From an optimization exercise on the open Yosys and OpenROAD flow, aimed at small area, a short achievable clock period and few clock cycles; shortcuts taken in it are not production practice. In this exercise RTL edits were held to simulation tests only and were not proved equivalent to the original.

==> inputs of job 5477 <==
Design MatrixMulEngine, start of the top module:
module MatrixMulEngine #(
    parameter MAX_M = 4,
    parameter MAX_K = 4,
    parameter MAX_N = 4
)(
    input wire clk,
    input wire rst_n,
    input wire start,
    output reg done,
    input [2:0] M_val,
    input [2:0] K_val,
    input [2:0] N_val,
    input  wire [32*MAX_M*MAX_K-1:0] matrix_A,
    input  wire [32*MAX_K*MAX_N-1:0] matrix_B,
    output reg  [32*MAX_M*MAX_N-1:0] matrix_C
);
    reg       busy;
    reg [1:0] slot;               
    reg [1:0] k;
    reg [3:0] kN;                 
    reg [1:0] ic, jc;             
    reg [1:0] ig, jg;             
    reg [3:0] cnt;                
    reg [15:0] a_sel, b_sel;      
    wire [15:0] b_sel1 = {b_sel[14:0], 1'b0};    
    reg [2:0] Mq, Kq, Nq;
    wire [4:0] E0 = Mq * ((Nq + 3'd1) >> 1);    
    wire issue = start | busy;
    wire last_k = ({1'b0, k} == Kq - 3'd1);
    wire last_group = ({1'b0, cnt} + 5'd4 >= E0);
    function [3:0] a_index(input [1:0] i, input [2:0] kk, input [2:0] K);
        a_index = i * K + {1'b0, kk};
    endfunction
    function [15:0] onehot(input [3:0] idx);
        onehot = 16'd1 << idx;
    endfunction
    wire [1:0] n_i = ({1'b0, jc} + 3'd2 < Nq) ? ic : ic + 2'd1;
    wire [1:0] n_j = ({1'b0, jc} + 3'd2 < Nq) ? jc + 2'd2 : 2'd0;
    always @(posedge clk or negedge rst_n) begin
        if (!rst_n) begin
            busy <= 1'b0;
            slot <= 2'd0;
            k <= 2'd0;
            kN <= 4'd0;
            ic <= 2'd0; jc <= 2'd0;
            ig <= 2'd0; jg <= 2'd0;
            cnt <= 4'd0;
            a_sel <= 16'd1; b_sel <= 16'd1;
            Mq <= 3'd1; Kq <= 3'd1; Nq <= 3'd1;
        end else if (start) begin
            busy <= 1'b1;
            slot <= 2'd1;
            Mq <= M_val; Kq <= K_val; Nq <= N_val;
            if (N_val <= 3'd2) begin
                ic <= 2'd1; jc <= 2'd0;
                a_sel <= onehot({1'b0, K_val}); b_sel <= 16'd1;
            end else begin
                ic <= 2'd0; jc <= 2'd2;
                a_sel <= 16'd1; b_sel <= 16'd4;
            end
        end else if (busy) begin
            slot <= slot + 2'd1;
            if (slot != 2'd3) begin
                ic <= n_i;
                jc <= n_j;
                a_sel <= onehot(a_index(n_i, {1'b0, k}, Kq));
                b_sel <= onehot(kN + {2'd0, n_j});
            end else if (!last_k) begin
  ...
==> module MatrixMulEngine, before the edit <==
module MatrixMulEngine #(
    parameter MAX_M = 4,
    parameter MAX_K = 4,
    parameter MAX_N = 4
)(
    input wire clk,
    input wire rst_n,
    input wire start,
    output reg done,
    input [2:0] M_val,
    input [2:0] K_val,
    input [2:0] N_val,
    input  wire [32*MAX_M*MAX_K-1:0] matrix_A,
    input  wire [32*MAX_K*MAX_N-1:0] matrix_B,
    output reg  [32*MAX_M*MAX_N-1:0] matrix_C
);
    reg       busy;
    reg [1:0] slot;               
    reg [1:0] k;
    reg [3:0] kN;                 
    reg [1:0] ic, jc;             
    reg [1:0] ig, jg;             
    reg [3:0] cnt;                
    reg [15:0] a_sel, b_sel;      
    wire [15:0] b_sel1 = {b_sel[14:0], 1'b0};    
    reg [2:0] Mq, Kq, Nq;
    wire [4:0] E0 = Mq * ((Nq + 3'd1) >> 1);    
    wire issue = start | busy;
    wire last_k = ({1'b0, k} == Kq - 3'd1);
    wire last_group = ({1'b0, cnt} + 5'd4 >= E0);
    function [3:0] a_index(input [1:0] i, input [2:0] kk, input [2:0] K);
        a_index = i * K + {1'b0, kk};
    endfunction
    function [15:0] onehot(input [3:0] idx);
        onehot = 16'd1 << idx;
    endfunction
    wire [1:0] n_i = ({1'b0, jc} + 3'd2 < Nq) ? ic : ic + 2'd1;
    wire [1:0] n_j = ({1'b0, jc} + 3'd2 < Nq) ? jc + 2'd2 : 2'd0;
    always @(posedge clk or negedge rst_n) begin
        if (!rst_n) begin
            busy <= 1'b0;
            slot <= 2'd0;
            k <= 2'd0;
            kN <= 4'd0;
            ic <= 2'd0; jc <= 2'd0;
            ig <= 2'd0; jg <= 2'd0;
            cnt <= 4'd0;
            a_sel <= 16'd1; b_sel <= 16'd1;
            Mq <= 3'd1; Kq <= 3'd1; Nq <= 3'd1;
        end else if (start) begin
            busy <= 1'b1;
            slot <= 2'd1;
            Mq <= M_val; Kq <= K_val; Nq <= N_val;
            if (N_val <= 3'd2) begin
                ic <= 2'd1; jc <= 2'd0;
                a_sel <= onehot({1'b0, K_val}); b_sel <= 16'd1;
            end else begin
                ic <= 2'd0; jc <= 2'd2;
                a_sel <= 16'd1; b_sel <= 16'd4;
            end
        end else if (busy) begin
            slot <= slot + 2'd1;
            if (slot != 2'd3) begin
                ic <= n_i;
                jc <= n_j;
                a_sel <= onehot(a_index(n_i, {1'b0, k}, Kq));
                b_sel <= onehot(kN + {2'd0, n_j});
            end else if (!last_k) begin
                k <= k + 2'd1;
                kN <= kN + {1'b0, Nq};
                ic <= ig;
                jc <= jg;
                a_sel <= onehot(a_index(ig, {1'b0, k} + 3'd1, Kq));
                b_sel <= onehot(kN + {1'b0, Nq} + {2'd0, jg});
            end else begin
                k <= 2'd0;
                kN <= 4'd0;
                if (last_group) begin
                    busy <= 1'b0;
                    ic <= 2'd0; jc <= 2'd0;
                    ig <= 2'd0; jg <= 2'd0;
                    cnt <= 4'd0;
                    a_sel <= 16'd1; b_sel <= 16'd1;
                end else begin
                    ic <= n_i; jc <= n_j;
                    ig <= n_i; jg <= n_j;
                    cnt <= cnt + 4'd4;
                    a_sel <= onehot(a_index(n_i, 3'd0, Kq));
                    b_sel <= onehot({2'd0, n_j});
                end
            end
        end
    end
    reg       v0, v1, v2, v3;
    reg       l0, l1, l2, l3;
    reg       f0;
    reg       w0, w1, w2, w3;
    reg [3:0] x0, x1, x2, x3;
    always @(posedge clk or negedge rst_n) begin
        if (!rst_n) begin
            v0 <= 1'b0; v1 <= 1'b0; v2 <= 1'b0; v3 <= 1'b0;
            l0 <= 1'b0; l1 <= 1'b0; l2 <= 1'b0; l3 <= 1'b0;
            done <= 1'b0;
        end else begin
            v0 <= issue;
            l0 <= issue & (slot == 2'd3) & last_k & last_group;
            v1 <= v0; l1 <= l0;
            v2 <= v1; l2 <= l1;
            v3 <= v2; l3 <= l2;
            done <= l3;
        end
    end
    always @(posedge clk) begin
        f0 <= (k == 2'd0);
        x0 <= ic * Nq + {2'd0, jc};
        w0 <= start ? (N_val > 3'd1) : ({1'b0, jc} + 3'd1 < Nq);
        x1 <= x0; x2 <= x1; x3 <= x2;
        w1 <= w0; w2 <= w1; w3 <= w2;
    end
    reg  [31:0] op_a, op_b, op_b1;    
    wire [31:0] result, result1;
    reg  [31:0] acc, acc1;            
    reg  [31:0] op_a_d, op_b_d, op_b1_d;
    integer e;
    always @(*) begin
        op_a_d = 32'd0;
        op_b_d = 32'd0;
        op_b1_d = 32'd0;
        for (e = 0; e < 16; e = e + 1) begin
            op_a_d = op_a_d | (matrix_A[32*e +: 32] & {32{a_sel[e]}});
            op_b_d = op_b_d | (matrix_B[32*e +: 32] & {32{b_sel[e]}});
            op_b1_d = op_b1_d | (matrix_B[32*e +: 32] & {32{b_sel1[e]}});
        end
    end
    always @(posedge clk) begin
        op_a <= op_a_d;
        op_b <= op_b_d;
        op_b1 <= op_b1_d;
        acc <= result;
        acc1 <= result1;
    end
    FMAPipe u_fma (
        .clk(clk),
        .a_i(f0 ? 32'd0 : acc),
        .b_i(op_a),
        .c_i(op_b),
        .result_o(result)
    );
    FMAPipe u_fma1 (
        .clk(clk),
        .a_i(f0 ? 32'd0 : acc1),
        .b_i(op_a),
        .c_i(op_b1),
        .result_o(result1)
    );
    localparam [15:0] U0_WORDS = 16'b0101_1111_0111_1111;   
    localparam [15:0] U1_WORDS = 16'b1010_1110_1011_1010;   
    wire [3:0] x3n = x3 + 4'd1;
    genvar gw;
    generate
        for (gw = 0; gw < 16; gw = gw + 1) begin : g_c
            wire wr0 = U0_WORDS[gw] & v3 & (x3 == gw);
            wire wr1 = U1_WORDS[gw] & v3 & w3 & (x3n == gw);
            always @(posedge clk) begin
                if (wr0)
                    matrix_C[gw*32 +: 32] <= result;
                else if (wr1)
                    matrix_C[gw*32 +: 32] <= result1;
            end
        end
    endgenerate
endmodule
Settings: LEC_CHECK=0, CAP_MARGIN=20, CORE_MARGIN=2, CORE_UTILIZATION=42, SLEW_MARGIN=20; clock period 33.0 ns.
standard.sh (not shown) runs the stock make flow with config.mk's settings and CLKGATE_MAP_FILE= SYNTH_SCRIPT=/design/flow/synth_recipe.tcl, a recipe that flattens the netlist after the stock synthesis.
==> flow/flow/run.sh <==
#!/bin/bash
# Layout flow: the standard flow (standard.sh, synthesis unchanged) with two
# settings changed for the steps after synthesis:
#  - BUFFER_PORTS_ARGS: the port buffers are sky130_fd_sc_hd__buf_1, the
#    smallest buffer (timing repair upsizes the ones on critical paths).
# Each tool's output is in orfs/logs/ (one log per step); standard.sh's own
# output is in standard.log.
export SETUP_SLACK_MARGIN=25
export BUFFER_PORTS_ARGS="-buffer_cell sky130_fd_sc_hd__buf_1"
bash standard.sh > standard.log 2>&1
status=$?
cp standard.sh standard_sh.txt 2>/dev/null
exit $status
==> job 1826 (differences from job 5477) <==
--- a/flow/design.v
+++ b/flow/design.v
@@ -1281,10 +1281,12 @@
     reg [1:0] ig, jg;             
-    reg [3:0] cnt;                
+    reg [3:0] e0;                 
     reg [15:0] a_sel, b_sel;      
-    wire [15:0] b_sel1 = {b_sel[14:0], 1'b0};    
     reg [2:0] Mq, Kq, Nq;
-    wire [4:0] E0 = Mq * ((Nq + 3'd1) >> 1);    
+    wire [4:0] Eq = Mq * Nq;
     wire issue = start | busy;
     wire last_k = ({1'b0, k} == Kq - 3'd1);
-    wire last_group = ({1'b0, cnt} + 5'd4 >= E0);
+    wire last_group = ({1'b0, e0} + 5'd4 >= Eq);
+    wire       n_wrap = ({1'b0, jc} == Nq - 3'd1);
+    wire [1:0] n_i = n_wrap ? ic + 2'd1 : ic;
+    wire [1:0] n_j = n_wrap ? 2'd0 : jc + 2'd1;
     function [3:0] a_index(input [1:0] i, input [2:0] kk, input [2:0] K);
@@ -1295,4 +1297,2 @@
     endfunction
-    wire [1:0] n_i = ({1'b0, jc} + 3'd2 < Nq) ? ic : ic + 2'd1;
-    wire [1:0] n_j = ({1'b0, jc} + 3'd2 < Nq) ? jc + 2'd2 : 2'd0;
     always @(posedge clk or negedge rst_n) begin
@@ -1305,3 +1305,3 @@
             ig <= 2'd0; jg <= 2'd0;
-            cnt <= 4'd0;
+            e0 <= 4'd0;
             a_sel <= 16'd1; b_sel <= 16'd1;
@@ -1312,3 +1312,3 @@
             Mq <= M_val; Kq <= K_val; Nq <= N_val;
-            if (N_val <= 3'd2) begin
+            if (N_val == 3'd1) begin
                 ic <= 2'd1; jc <= 2'd0;
@@ -1316,4 +1316,4 @@
             end else begin
-                ic <= 2'd0; jc <= 2'd2;
-                a_sel <= 16'd1; b_sel <= 16'd4;
+                ic <= 2'd0; jc <= 2'd1;
+                a_sel <= 16'd1; b_sel <= 16'd2;
             end
@@ -1340,3 +1340,3 @@
                     ig <= 2'd0; jg <= 2'd0;
-                    cnt <= 4'd0;
+                    e0 <= 4'd0;
                     a_sel <= 16'd1; b_sel <= 16'd1;
@@ -1345,3 +1345,3 @@
                     ig <= n_i; jg <= n_j;
-                    cnt <= cnt + 4'd4;
+                    e0 <= e0 + 4'd4;
                     a_sel <= onehot(a_index(n_i, 3'd0, Kq));
@@ -1355,3 +1355,2 @@
     reg       f0;
-    reg       w0, w1, w2, w3;
     reg [3:0] x0, x1, x2, x3;
@@ -1368,3 +1367,3 @@
             v3 <= v2; l3 <= l2;
-            done <= l3;
+            done <= v3 & l3;
         end
@@ -1373,11 +1372,9 @@
         f0 <= (k == 2'd0);
-        x0 <= ic * Nq + {2'd0, jc};
-        w0 <= start ? (N_val > 3'd1) : ({1'b0, jc} + 3'd1 < Nq);
+        x0 <= e0 + {2'd0, slot};
         x1 <= x0; x2 <= x1; x3 <= x2;
-        w1 <= w0; w2 <= w1; w3 <= w2;
     end
-    reg  [31:0] op_a, op_b, op_b1;    
-    wire [31:0] result, result1;
-    reg  [31:0] acc, acc1;            
-    reg  [31:0] op_a_d, op_b_d, op_b1_d;
+    reg  [31:0] op_a, op_b;       
+    wire [31:0] result;
+    reg  [31:0] acc;              
+    reg  [31:0] op_a_d, op_b_d;
     integer e;
@@ -1386,3 +1383,2 @@
         op_b_d = 32'd0;
-        op_b1_d = 32'd0;
         for (e = 0; e < 16; e = e + 1) begin
@@ -1390,3 +1386,2 @@
             op_b_d = op_b_d | (matrix_B[32*e +: 32] & {32{b_sel[e]}});
-            op_b1_d = op_b1_d | (matrix_B[32*e +: 32] & {32{b_sel1[e]}});
         end
@@ -1396,5 +1391,3 @@
         op_b <= op_b_d;
-        op_b1 <= op_b1_d;
         acc <= result;
-        acc1 <= result1;
     end
@@ -1407,25 +1400,6 @@
     );
-    FMAPipe u_fma1 (
-        .clk(clk),
-        .a_i(f0 ? 32'd0 : acc1),
-        .b_i(op_a),
-        .c_i(op_b1),
-        .result_o(result1)
-    );
-    localparam [15:0] U0_WORDS = 16'b0101_1111_0111_1111;   
-    localparam [15:0] U1_WORDS = 16'b1010_1110_1011_1010;   
-    wire [3:0] x3n = x3 + 4'd1;
-    genvar gw;
-    generate
-        for (gw = 0; gw < 16; gw = gw + 1) begin : g_c
-            wire wr0 = U0_WORDS[gw] & v3 & (x3 == gw);
-            wire wr1 = U1_WORDS[gw] & v3 & w3 & (x3n == gw);
-            always @(posedge clk) begin
-                if (wr0)
-                    matrix_C[gw*32 +: 32] <= result;
-                else if (wr1)
-                    matrix_C[gw*32 +: 32] <= result1;
-            end
-        end
-    endgenerate
+    always @(posedge clk) begin
+        if (v3)
+            matrix_C[x3*32 +: 32] <= result;
+    end
 endmodule
==> comparison table <==
| quantity | job 1826 | job 5477 |
|---|---|---|
| Area fraction of clock buffers and clock inverters | 0.0419 | 0.0435 |
| Total number of vias | 84000 | 125000 |
| Worst hold path endpoint | u_fma.p2_A[20] | u_fma.p3_Mant_sticky_sht_out |
| Tightest Pin Transition | 1380 ps | 1380 ps |
| Synth async-reset ratio | 0.0623 | 0.0434 |
| Area used by multi-input combinational logic | 47900 µm² | 83300 µm² |
| Routed wl met3 | 56600 µm | 70700 µm |
| Status | finished with violations | complete, no violations |
| Layout check failures | antenna violations | - |
| DRC violation total after the first TritonRoute iteration | 11600 | 16600 |
| GRT Total Usage | 0.497 | 0.425 |
| Worst hold-check slack | 289 ps | 285 ps |
| Critical register-to-register path startpoint | f0 | op_b[24] |
| #FFs+latches synth | 1108 | 1590 |
| Worst setup path startpoint | matrix_C[283] | matrix_C[442] |
| Last weighted congestion value of the routability-driven placer | 1.17 | 1.12 |
| Synthesized net count | 10600 | 16900 |
| Xor and xnor area share after synthesis | 0.0644 | 0.0755 |
| Sum of routed wire segments on met1 | 164000 µm | 266000 µm |
| H-Tree Level Count | 3 | 4 |
| Wire length reported by the detailed router | 508000 µm | 688000 µm |
| Fraction of the mapped netlist area in adder cells | 0.131 | 0.160 |
Testbench counts of job 5477, summed over its fixed seeds: cycles 2,112.
Testbench counts of job 1826, summed over its fixed seeds: cycles 3,772.

re-timing with driven ports:
The flow's constraints put no driver on any port. The routed layouts listed below were extracted and timed again, unchanged, in two steps. Step 1 (the two cells are an assumption about what drives the block):
set clk [get_ports {clk}]
set_driving_cell -lib_cell sky130_fd_sc_hd__clkbuf_16 $clk
set_driving_cell -lib_cell sky130_fd_sc_hd__buf_2 [delete_from_list [all_inputs] $clk]
Step 2 adds t to the input delays and takes it off the output delays; t is the mean of the earliest and latest rising clock arrival at the registers after step 1. Input paths then give back, and output paths get back, about the clock's delay inside the block. Slacks: ideal / step 1 / step 2; pairs: ideal / step 1.
run	t, ns	setup WS [ns]	worst setup path at the end
job 5477	0.984	24.678 / 24.562 / 24.252	input to register
job 1826	0.914	24.930 / 24.825 / 24.181	input to register
The setup slack of job 1826, which loses most, moves by -0.105 ns with the drivers and by -0.749 ns with both steps.
